Source: an optimization exercise on an open RTL-to-GDS flow (aim: small area). Production flows keep margins and buffers that such runs may drop. In this exercise RTL edits were held to simulation tests only and were not proved equivalent to the original. No activity file was given, so power comes from the tool's default toggle rates.

Design ahb_usb, start of the top module:
module ahb_usb #(
) (
    input clk, n_rst,
    input logic hsel,
    input logic [3:0] haddr,
    input logic [2:0] hsize,
    input logic [1:0] htrans,
    input logic hwrite,
    input logic [2:0] hburst,
    input logic [31:0] hwdata,
    output logic hready,
    output logic [31:0] hrdata,
    output logic hresp,
    input logic dp_in,
    input logic dm_in,
    output logic dp_out,
    output logic dm_out,
    output logic d_mode
);
    logic [2:0] RX_packet, TX_packet;
    logic RX_data_ready, RX_transfer_active, RX_error;
    logic [6:0] buffer_occupancy;
    logic [7:0] RX_data, TX_data;
    logic clear_done, get_RX_data, store_TX_data, clear, TX_error, TX_transfer_active, packet_done;
    logic flush, store_RX_packet_data, get_TX_packet_data;
    logic [7:0] RX_packet_data, TX_packet_data;
    logic last_store_TX_data, last_store_RX_data;
    logic tx_in_wait;
    logic [6:0] waddr, raddr, hw;
  ...
For scale: roughly 700 flip-flops, roughly 87 I/O pins, ~0.030 mm2 of cells after synthesis.
clock: 10.0 ns
lec_check: 0
cap_margin: 20
core_margin: 2
core_utilization: 85
slew_margin: 20
synth_hierarchical: 1
standard.sh (not shown) runs the stock make flow with config.mk's settings and CLKGATE_MAP_FILE= SYNTH_SCRIPT=/design/flow/synth_recipe.tcl, a recipe that flattens the netlist after the stock synthesis.
==> flow/flow/run.sh <==
#!/bin/bash
# Standard ORFS layout (the standard.sh, standard synthesis unchanged) with
# two layout-only knobs:
#  - buffer the ports with the smallest buffer
#  - clock tree: clkbuf_8 drives the sink clusters, clkbuf_16 above them,
#    no dummy loads
set -euo pipefail
export BUFFER_PORTS_ARGS="-buffer_cell sky130_fd_sc_hd__buf_1"
export CTS_ARGS="-sink_clustering_enable -repair_clock_nets -sink_clustering_size 18 -sink_clustering_max_diameter 50 -buf_list {sky130_fd_sc_hd__clkbuf_8 sky130_fd_sc_hd__clkbuf_16} -sink_clustering_buffer sky130_fd_sc_hd__clkbuf_8 -root_buf sky130_fd_sc_hd__clkbuf_16 -dont_use_dummy_load"
bash standard.sh > standard.log 2>&1
==> next run, changes <==
==> flow/flow/run.sh (replaced) <==
#!/bin/bash
# Standard ORFS layout (the standard.sh, standard synthesis unchanged) with
# two layout-only knobs:
#  - buffer the ports with the smallest buffer
#  - clock tree from clkbuf_16 with larger sink clusters and no dummy loads
set -euo pipefail
export BUFFER_PORTS_ARGS="-buffer_cell sky130_fd_sc_hd__buf_1"
export CTS_ARGS="-sink_clustering_enable -repair_clock_nets -sink_clustering_size 33 -sink_clustering_max_diameter 60 -buf_list sky130_fd_sc_hd__clkbuf_16 -dont_use_dummy_load"
bash standard.sh > standard.log 2>&1
Settings changed: CORE_UTILIZATION 85 to 70.
=> The changed run finished with timing, DRC and antenna clean; power rises slightly; count of clock-buffer cells in the layout fell by 10; setup slack is better by 0.32 ns.
==> next run, changes <==
==> flow/flow/run.sh (replaced) <==
#!/bin/bash
# Standard ORFS layout (the standard.sh, standard synthesis unchanged) with
# two layout-only knobs:
#  - buffer the ports with the smallest buffer
#  - clock tree: clkbuf_8 drives the sink clusters, clkbuf_16 above them,
#    no dummy loads
set -euo pipefail
export BUFFER_PORTS_ARGS="-buffer_cell sky130_fd_sc_hd__buf_1"
export CTS_ARGS="-sink_clustering_enable -repair_clock_nets -sink_clustering_size 18 -sink_clustering_max_diameter 50 -buf_list {sky130_fd_sc_hd__clkbuf_8 sky130_fd_sc_hd__clkbuf_16} -sink_clustering_buffer sky130_fd_sc_hd__clkbuf_8 -root_buf sky130_fd_sc_hd__clkbuf_16 -dont_use_dummy_load"
bash standard.sh > standard.log 2>&1
Settings changed: CORE_UTILIZATION 70 to 80.
What happened:
- global-route usage is higher by 7.4 points
- clock skew is lower by 0.017 ns
- register-to-register slack gets worse by 0.41 ns
- clock-buffer cell count is higher by 10
- wire length is higher by 3.6%
- die area is lower by 12%
- worst setup slack gets worse by 0.41 ns
- hold slack gets worse by 0.011 ns
- design area is lower by 1.2%
==> next run, changes <==
==> flow/flow/run.sh (replaced) <==
#!/bin/bash
# Standard ORFS layout (the standard.sh, standard synthesis unchanged) with
# two layout-only knobs:
#  - buffer the ports with the smallest buffer
#  - clock tree from clkbuf_16 with larger sink clusters and no dummy loads
set -euo pipefail
export BUFFER_PORTS_ARGS="-buffer_cell sky130_fd_sc_hd__buf_1"
export CTS_ARGS="-sink_clustering_enable -repair_clock_nets -sink_clustering_size 36 -sink_clustering_max_diameter 70 -buf_list sky130_fd_sc_hd__clkbuf_16 -dont_use_dummy_load"
bash standard.sh > standard.log 2>&1
What happened: The new run completed with no timing, DRC or antenna violations. Hold slack gets better by 0.0034 ns. Final cell count went down slightly. Design area went up slightly. Routed wire length went up slightly.
==> next run, changes <==
==> flow/flow/run.sh (replaced) <==
#!/bin/bash
# Standard ORFS layout (the standard.sh, standard synthesis unchanged) with
# two layout-only knobs:
#  - buffer the ports with the smallest buffer
#  - clock tree: clkbuf_8 drives the sink clusters, clkbuf_16 above them,
#    no dummy loads
set -euo pipefail
export BUFFER_PORTS_ARGS="-buffer_cell sky130_fd_sc_hd__buf_1"
export CTS_ARGS="-sink_clustering_enable -repair_clock_nets -sink_clustering_size 20 -sink_clustering_max_diameter 50 -buf_list {sky130_fd_sc_hd__clkbuf_8 sky130_fd_sc_hd__clkbuf_16} -sink_clustering_buffer sky130_fd_sc_hd__clkbuf_8 -root_buf sky130_fd_sc_hd__clkbuf_16 -dont_use_dummy_load"
bash standard.sh > standard.log 2>&1
Settings changed: CORE_UTILIZATION 80 to 70.
Effect:
- The changed run produced a clean layout
- via count is lower by about 4.3%
- non-clock buffer count increases by 4
- utilization falls by 11 points

========
Setup of run A:
Starting RTL as in the previous note.
==> flow/design.v (excerpt) <==
module ahb_usb #(
) (
    input clk, n_rst,
    input logic hsel,
    input logic [3:0] haddr,
    input logic [2:0] hsize,
    input logic [1:0] htrans,
    input logic hwrite,
    input logic [2:0] hburst,
    input logic [31:0] hwdata,
    output logic hready,
    output logic [31:0] hrdata,
    output logic hresp,
    input logic dp_in,
    input logic dm_in,
    output logic dp_out,
    output logic dm_out,
    output logic d_mode
);
clock: 10.0 ns
lec_check: 0
cap_margin: 20
core_margin: 2
core_utilization: 70
slew_margin: 20
synth_hierarchical: 1
==> flow/flow/run.sh <==
#!/bin/bash
# Standard ORFS layout (the standard.sh, standard synthesis unchanged) with
# two layout-only knobs:
#  - buffer the ports with the smallest buffer
#  - clock tree from clkbuf_16 with larger sink clusters and no dummy loads
set -euo pipefail
export BUFFER_PORTS_ARGS="-buffer_cell sky130_fd_sc_hd__buf_1"
export CTS_ARGS="-sink_clustering_enable -repair_clock_nets -sink_clustering_size 40 -sink_clustering_max_diameter 45 -buf_list sky130_fd_sc_hd__clkbuf_16 -dont_use_dummy_load"
bash standard.sh > standard.log 2>&1
Run A has completed all stages; timing, DRC and antenna checks passed.
Changes in run B relative to run A:
diff --git a/flow/flow/run.sh b/flow/flow/run.sh
--- a/flow/flow/run.sh
+++ b/flow/flow/run.sh
@@ -8 +8 @@
-export CTS_ARGS="-sink_clustering_enable -repair_clock_nets -sink_clustering_size 40 -sink_clustering_max_diameter 45 -buf_list sky130_fd_sc_hd__clkbuf_16 -dont_use_dummy_load"
+export CTS_ARGS="-sink_clustering_enable -repair_clock_nets -sink_clustering_size 36 -sink_clustering_max_diameter 70 -buf_list sky130_fd_sc_hd__clkbuf_16 -dont_use_dummy_load"
Findings:
Sort run B and run A by part of the total power dissipated in combinational logic desc -> top: run B
Re multi-input combinational cell area: no difference whatsoever between run B and run A.
Compared with run A, in run B number of cells traversed by the worst register-to-register path moved up; total power consumption of the routed design -7.2%; non-clock buffer count up 1.
What run C does differently from run B at the input level:
==> flow/flow/run.sh <==
#!/bin/bash
# Standard ORFS layout (the standard.sh, standard synthesis unchanged) with
# two layout-only knobs:
#  - buffer the ports with the smallest buffer
#  - clock tree: clkbuf_8 drives the sink clusters, clkbuf_16 above them,
#    no dummy loads
set -euo pipefail
export BUFFER_PORTS_ARGS="-buffer_cell sky130_fd_sc_hd__buf_1"
export CTS_ARGS="-sink_clustering_enable -repair_clock_nets -sink_clustering_size 17 -sink_clustering_max_diameter 45 -buf_list {sky130_fd_sc_hd__clkbuf_8 sky130_fd_sc_hd__clkbuf_16} -sink_clustering_buffer sky130_fd_sc_hd__clkbuf_8 -root_buf sky130_fd_sc_hd__clkbuf_16 -dont_use_dummy_load"
bash standard.sh > standard.log 2>&1
## What came out
- Compared with run B, in run C slack of the critical path increased 0.017 ns, clock power share picked up an extra 0.8 points.
- Looking at count of H-tree levels built during CTS, run C sits 1 above run B.
- In the tables for run B and run C, total CTS buffers reads lower with run B.
- Looking at post-layout total power, run C sits about 0.8% higher than run B does.
- Run C vs. run B: first-pass GRT wire length now sits at about the same level; routed wire length barely changed; met2 routed wirelength decreased about 0.45%; final cell count moved up; via count did not really move.
- Compared run B against run C; final worst hold slack within noise.

========
job 3815:
Another version of the RTL of ahb_usb (not shown whole).
Size in the first run: roughly 2,300 cells after synthesis, ~87 I/O pins.
export LEC_CHECK = 0
export CAP_MARGIN = 20
export CORE_MARGIN = 2
export CORE_UTILIZATION = 60
export CTS_BUF_LIST = sky130_fd_sc_hd__clkbuf_16
export CTS_CLUSTER_DIAMETER = 60
export CTS_CLUSTER_SIZE = 30
export SLEW_MARGIN = 20
create_clock -name core_clock -period 10.0 [get_ports {clk}]
==> flow/flow/run.sh <==
#!/bin/bash
# Standard ORFS layout (the standard.sh, standard synthesis unchanged) with
# a few layout-only knobs:


#  - buffer the ports with the smallest buffer
#  - clock tree from clkbuf_16 with larger sink clusters and no dummy loads
#  - power recovery (downsizing of cells off the critical paths) after
#    global routing
set -euo pipefail

export RECOVER_POWER=100
export BUFFER_PORTS_ARGS="-buffer_cell sky130_fd_sc_hd__buf_1"
export CTS_ARGS="-sink_clustering_enable -repair_clock_nets -sink_clustering_size 30 -sink_clustering_max_diameter 60 -buf_list sky130_fd_sc_hd__clkbuf_16 -dont_use_dummy_load"
bash standard.sh > standard.log 2>&1
No crash in job 3815: every stage finished, but the layout fails its final checks due to capacitance limit, slew limit.
## Diff of input files: job 8172 against job 3815
diff --git a/flow/flow/run.sh b/flow/flow/run.sh
--- a/flow/flow/run.sh
+++ b/flow/flow/run.sh
@@ -3,4 +3,4 @@
 # a few layout-only knobs:
-
-
+#  - remove the buffers ABC put into the netlist; the resizer re-buffers
+#    where timing or slew needs it
 #  - buffer the ports with the smallest buffer
@@ -10,3 +10,3 @@
 set -euo pipefail
-
+export REMOVE_ABC_BUFFERS=1
 export RECOVER_POWER=100
--- outcome ---
Status: utilization parity (job 3815, job 8172). The overall global routing resource usage of job 8172 is higher than that of job 3815. Looking at logic depth of the worst setup path including buffers, job 8172 sits above job 3815. [flow] job 8172 | stages: complete | final checks: fail | reason: capacitance limit, slew limit. Clock buffer count from CTS (job 8172 vs. job 3815) decreases by a few percent.

==> afterwards: timing with drivers on the ports <==
No port has a modelled driver above. Below, the same layouts with a new extraction and two added sets of constraints. Step 1, drivers: a clkbuf_16 drives clk and a buf_2 each remaining input, both assumed. Step 2 times the ports against the registers' clock, not the clock port: input delays grow and output delays shrink by t, the midpoint of the rising clock arrivals with the driver on. Slacks: no drivers / after step 1 / after step 2; pairs: no drivers / after step 1.
run | shift t [ns] | setup slack, ns | worst setup path at the end | latest minus earliest clock arrival (ns)
the first run of note 1 | 0.633 | 3.324 / 3.324 / 3.324 | register to register | 0.068 / 0.069
the second run of note 1 | 0.635 | 3.643 / 3.643 / 3.643 | register to register | 0.090 / 0.091
the third run of note 1 | 0.637 | 3.234 / 3.234 / 3.234 | register to register | 0.072 / 0.073
the fourth run of note 1 | 0.641 | 3.555 / 3.555 / 3.555 | register to register | 0.086 / 0.087
the fifth run of note 1 | 0.623 | 3.760 / 3.760 / 3.760 | register to register | 0.085 / 0.084
run A | 0.632 | 3.693 / 3.693 / 3.693 | register to register | 0.075 / 0.076
run B | 0.631 | 3.800 / 3.800 / 3.800 | register to register | 0.069 / 0.069
run C | 0.616 | 3.817 / 3.817 / 3.817 | register to register | 0.086 / 0.086
job 3815 | 0.643 | 2.709 / 2.646 / 2.984 | register to register | 0.069 / 0.069
job 8172 | 0.656 | 2.427 / 2.367 / 3.023 | register to output | 0.103 / 0.104
